Context: an optimization exercise on an open-source flow, tuned for small area, a short achievable clock period and few clock cycles per item. The choices shown serve that exercise and are no tape-out recipe. In this exercise RTL edits were held to simulation tests only and were not proved equivalent to the original. Power is estimated from default activity; no workload was simulated.

==> inputs of exp/ember <==
## seq_mult_16bit
module seq_mult_16bit (
    input  wire         clk,
    input  wire         rst_n,
    input  wire         start,
    input  wire [15:0]  a_in,
    input  wire [15:0]  b_in,
    output wire [31:0]  p_out,
    output reg          done
);
Settings: LEC_CHECK=0, ABC_AREA=1, CAP_MARGIN=20, CORE_MARGIN=2, CORE_UTILIZATION=55, CTS_BUF_LIST=sky130_fd_sc_hd__clkbuf_4 sky130_fd_sc_hd__clkbuf_8, CTS_CLUSTER_DIAMETER=100, CTS_CLUSTER_SIZE=32, SETUP_SLACK_MARGIN=1.0, SLEW_MARGIN=20; clock period 4.5 ns.
standard.sh (not shown) runs the stock make flow with config.mk's settings and CLKGATE_MAP_FILE= SYNTH_SCRIPT=/design/flow/synth_recipe.tcl, a recipe that flattens the netlist after the stock synthesis.
==> flow/flow/run.sh <==
#!/bin/bash
set -euo pipefail
cd "$(dirname "$0")/.."
GRT_SETUP_MARGIN=0.6
bash standard.sh \
  "BUFFER_PORTS_ARGS=-buffer_cell sky130_fd_sc_hd__buf_2" \
  "SYNTH_ARGS=-noabc" \
  cts > flow_make_cts.log 2>&1
bash standard.sh \
  "BUFFER_PORTS_ARGS=-buffer_cell sky130_fd_sc_hd__buf_2" \
  "SYNTH_ARGS=-noabc" \
  "SETUP_SLACK_MARGIN=$GRT_SETUP_MARGIN" \
  finish > flow_make.log 2>&1
==> exp/tundra (differences from exp/ember) <==
==> flow/flow/run.sh (replaced) <==
#!/bin/bash
set -euo pipefail
cd "$(dirname "$0")/.."
bash standard.sh \
  "BUFFER_PORTS_ARGS=-buffer_cell sky130_fd_sc_hd__buf_2" \
  "SYNTH_ARGS=-noabc" \
  finish > flow_make.log 2>&1
--- a/flow/config.mk
+++ b/flow/config.mk
@@ -10,7 +10,4 @@
 export CORE_MARGIN = 2
-export CORE_UTILIZATION = 55
-export CTS_BUF_LIST = sky130_fd_sc_hd__clkbuf_4 sky130_fd_sc_hd__clkbuf_8
-export CTS_CLUSTER_DIAMETER = 100
-export CTS_CLUSTER_SIZE = 32
-export SETUP_SLACK_MARGIN = 1.0
+export CORE_UTILIZATION = 65
+export SETUP_SLACK_MARGIN = 0.6
 export SLEW_MARGIN = 20
==> exp/quartz (differences from exp/ember) <==
==> flow/flow/run.sh (replaced) <==
#!/bin/bash
set -euo pipefail
cd "$(dirname "$0")/.."
GRT_SETUP_MARGIN=0.6
RES=orfs/results/${FLOW_PLATFORM:-sky130hd}/seq_mult_16bit/base
VARS=("BUFFER_PORTS_ARGS=-buffer_cell sky130_fd_sc_hd__buf_2" "SYNTH_ARGS=-noabc")
bash standard.sh "${VARS[@]}" synth > flow_make_synth.log 2>&1
cp "$RES/1_2_yosys.v" "$RES/1_2_yosys.pre_fapin.v"
python3 flow/fapin.py "$RES/1_2_yosys.v" > fapin.log 2>&1
rm -f "$RES/1_synth.odb"
bash standard.sh "${VARS[@]}" cts > flow_make_cts.log 2>&1
bash standard.sh "${VARS[@]}" "SETUP_SLACK_MARGIN=$GRT_SETUP_MARGIN" \
  finish > flow_make.log 2>&1
==> flow/flow/fapin.py (new file) <==
#!/usr/bin/env python3
"""fapin.py NETLIST: in a mapped sky130hd netlist, reconnect the three inputs
of every full-adder cell (fa_*) so that the input that arrives last (by a
simple delay model) drives CIN, the fastest input to SUM.  A full adder's
outputs are symmetric in A, B and CIN, so the function is unchanged.
Rewrites NETLIST in place and prints how many cells it changed."""
import re
import sys

path = sys.argv[1]
txt = open(path).read()
inst_re = re.compile(r'(sky130_fd_sc_hd__(\w+))\s+(\S+)\s*\((.*?)\);', re.S)
pin_re = re.compile(r'\.(\w+)\(([^()]*)\)')
OUT = {'X', 'Y', 'Q', 'Q_N', 'SUM', 'COUT', 'HI', 'LO'}
insts = []
drv = {}
for m in inst_re.finditer(txt):
    typ, name, body = m.group(2), m.group(3), m.group(4)
    pins = {p: n.strip() for p, n in pin_re.findall(body)}
    insts.append((m, typ, name, pins))
    for p, n in pins.items():
        if p in OUT:
            drv[n] = len(insts) - 1

FA_D = {'A': 0.50, 'B': 0.50, 'CIN': 0.44}
memo = {}


def delay(typ):
    if typ.startswith(('inv', 'clkinv')):
        return 0.08
    if typ.startswith(('buf', 'clkbuf')):
        return 0.15
    if typ.startswith('ha'):
        return 0.30
    return 0.20


def arr(net):
    if net in memo:
        return memo[net]
    memo[net] = 0.0
    if net not in drv:
        a = 1.1                      # input port through its buffer
    else:
        m, typ, name, pins = insts[drv[net]]
        if typ.startswith(('df', 'sdf')):
            a = 0.35
        else:
            ins = [arr(n) for p, n in pins.items() if p not in OUT and n]
            if typ.startswith('fa'):
                s = sorted(ins)
                a = max(s[0] + FA_D['A'], s[1] + FA_D['B'], s[2] + FA_D['CIN'])
            else:
                a = (max(ins) if ins else 0.0) + delay(typ)
    memo[net] = a
    return a


sys.setrecursionlimit(100000)
changed = 0
out = []
last = 0
for m, typ, name, pins in insts:
    if not typ.startswith('fa_'):
        continue
    nets = [pins['A'], pins['B'], pins['CIN']]
    order = sorted(nets, key=arr)
    new = {'A': order[1], 'B': order[0], 'CIN': order[2]}
    if new == {'A': pins['A'], 'B': pins['B'], 'CIN': pins['CIN']}:
        continue
    body = m.group(4)
    for p in ('A', 'B', 'CIN'):
        body = re.sub(r'\.%s\([^()]*\)' % p, '.%s(@@%s@@)' % (p, p), body, count=1)
    for p in ('A', 'B', 'CIN'):
        body = body.replace('@@%s@@' % p, new[p] + (' ' if new[p].startswith('\\') else ''))
    out.append(txt[last:m.start(4)])
    out.append(body)
    last = m.end(4)
    changed += 1
out.append(txt[last:])
open(path, 'w').write(''.join(out))
print(f"fapin: reconnected {changed} of {sum(1 for i in insts if i[1].startswith('fa_'))} full adders")
==> exp/violet (differences from exp/ember) <==
--- a/flow/config.mk
+++ b/flow/config.mk
@@ -10,6 +10,3 @@
 export CORE_MARGIN = 2
-export CORE_UTILIZATION = 55
-export CTS_BUF_LIST = sky130_fd_sc_hd__clkbuf_4 sky130_fd_sc_hd__clkbuf_8
-export CTS_CLUSTER_DIAMETER = 100
-export CTS_CLUSTER_SIZE = 32
+export CORE_UTILIZATION = 65
 export SETUP_SLACK_MARGIN = 1.0
==> notes.md <==
Against exp/tundra, the utilization of exp/ember is lower by 8.3 points.
Synthesized cell count is the same in exp/violet and exp/tundra.
In synthesized area, exp/tundra and exp/violet do not differ.
Of exp/ember and exp/tundra, exp/ember has the higher wire length (gap about 0.6%, measured against exp/tundra).
Of exp/quartz and exp/tundra, exp/quartz has the higher non-clock buffer count (gap 9).
Of exp/quartz and exp/violet, exp/violet has the higher via count (gap about 4%, measured against exp/violet).
Against exp/tundra, the final cell count of exp/quartz is higher by 4.5%.
Sequential share of layout area: exp/violet < exp/quartz < exp/ember < exp/tundra.
Clock power: exp/violet is larger than exp/tundra (about 17%).
==> figures <==
Outcome: exp/ember timing/DRC/antenna clean; exp/tundra timing/DRC/antenna clean; exp/quartz timing/DRC/antenna clean; exp/violet timing/DRC/antenna clean
Area enclosed by the die boundary: exp/ember 0.01445 sq mm; exp/tundra 0.01230 sq mm; exp/quartz 0.01445 sq mm; exp/violet 0.01230 sq mm
Power in sequential cells: exp/ember 0.000952 W; exp/tundra 0.000951 W; exp/quartz 0.000970 W; exp/violet 0.000958 W
Final min period: exp/ember 3.514 ns; exp/tundra 3.804 ns; exp/quartz 3.568 ns; exp/violet 3.554 ns
Cell at the root of the clock tree: exp/ember sky130_fd_sc_hd__clkbuf_8; exp/tundra sky130_fd_sc_hd__clkbuf_16; exp/quartz sky130_fd_sc_hd__clkbuf_8; exp/violet sky130_fd_sc_hd__clkbuf_16
Number of resized instances in the post-cts repair step: exp/ember 19; exp/tundra 0; exp/quartz 50; exp/violet 34
Flop pwr share: exp/ember 20.4%; exp/tundra 20.1%; exp/quartz 20.1%; exp/violet 19.2%
Placement Rows: exp/ember 42; exp/tundra 39; exp/quartz 42; exp/violet 39
Met1 Resource Use GR: exp/ember 38.67%; exp/tundra 43.58%; exp/quartz 39.42%; exp/violet 45.74%
Global-route wire length before repair: exp/ember 29.53 mm; exp/tundra 29.37 mm; exp/quartz 30.35 mm; exp/violet 30.22 mm
Most common cell on crit path: exp/ember sky130_fd_sc_hd__fa_1; exp/tundra sky130_fd_sc_hd__fa_1; exp/quartz sky130_fd_sc_hd__fa_1; exp/violet -
Overall Global Routing Usage: exp/ember 27.02%; exp/tundra 31.13%; exp/quartz 27.70%; exp/violet 31.92%
Drt via density: exp/ember 5.602; exp/tundra 5.927; exp/quartz 5.531; exp/violet 6.027
DP Cell Count: exp/ember 943; exp/tundra 915; exp/quartz 941; exp/violet 908
Setup repair after global routing missed its margin: exp/ember no; exp/tundra yes; exp/quartz no; exp/violet no
Worst slew margin relative to its limit: exp/ember 59.69%; exp/tundra 60.85%; exp/quartz 55.81%; exp/violet 57.60%
Post-layout power: exp/ember 0.004670 W; exp/tundra 0.004741 W; exp/quartz 0.004830 W; exp/violet 0.004999 W
# Post-CTS Setup Buffers: exp/ember 4; exp/tundra 0; exp/quartz 17; exp/violet 6
Final cell count without fillers: exp/ember 963; exp/tundra 932; exp/quartz 974; exp/violet 930
Worst voltage drop across the vdd grid: exp/ember 283.8 uV; exp/tundra 548.4 uV; exp/quartz 363.7 uV; exp/violet 531.8 uV
Testbench counts of exp/ember, summed over its fixed seeds: cycles 2,400, items 2,400.
Testbench counts of exp/tundra, summed over its fixed seeds: cycles 2,400, items 2,400.
Testbench counts of exp/quartz, summed over its fixed seeds: cycles 2,400, items 2,400.
Testbench counts of exp/violet, summed over its fixed seeds: cycles 2,400, items 2,400.

-- port drivers added, routing unchanged --
The flow's constraints put no driver on any port. The routed layouts listed below were extracted and timed again, unchanged, in two steps. Step 1 sets driving cells, clkbuf_16 on the clock port and buf_2 on the other inputs (assumed; they add their load-dependent delay and slew). Step 2 moves the port delays by t, midway between the first and last clock arrival at a register: inputs arrive t later, outputs are due t later. That takes back most of the time a late clock gives input paths. Slacks: no drivers / after step 1 / after step 2; pairs: no drivers / after step 1.
run	t, ns	setup slack, ns	clock arrival spread, ns
exp/ember	0.395	0.986 / 0.969 / 0.605	0.008 / 0.008
exp/tundra	0.384	0.696 / 0.721 / 0.337	0.006 / 0.005
exp/quartz	0.397	0.932 / 0.940 / 0.543	0.009 / 0.010
exp/violet	0.382	0.946 / 0.957 / 0.576	0.007 / 0.007
After both steps setup and hold are still met in every run listed. The setup slack of exp/quartz, which loses most, moves by +0.008 ns with the drivers and by -0.389 ns with both steps.
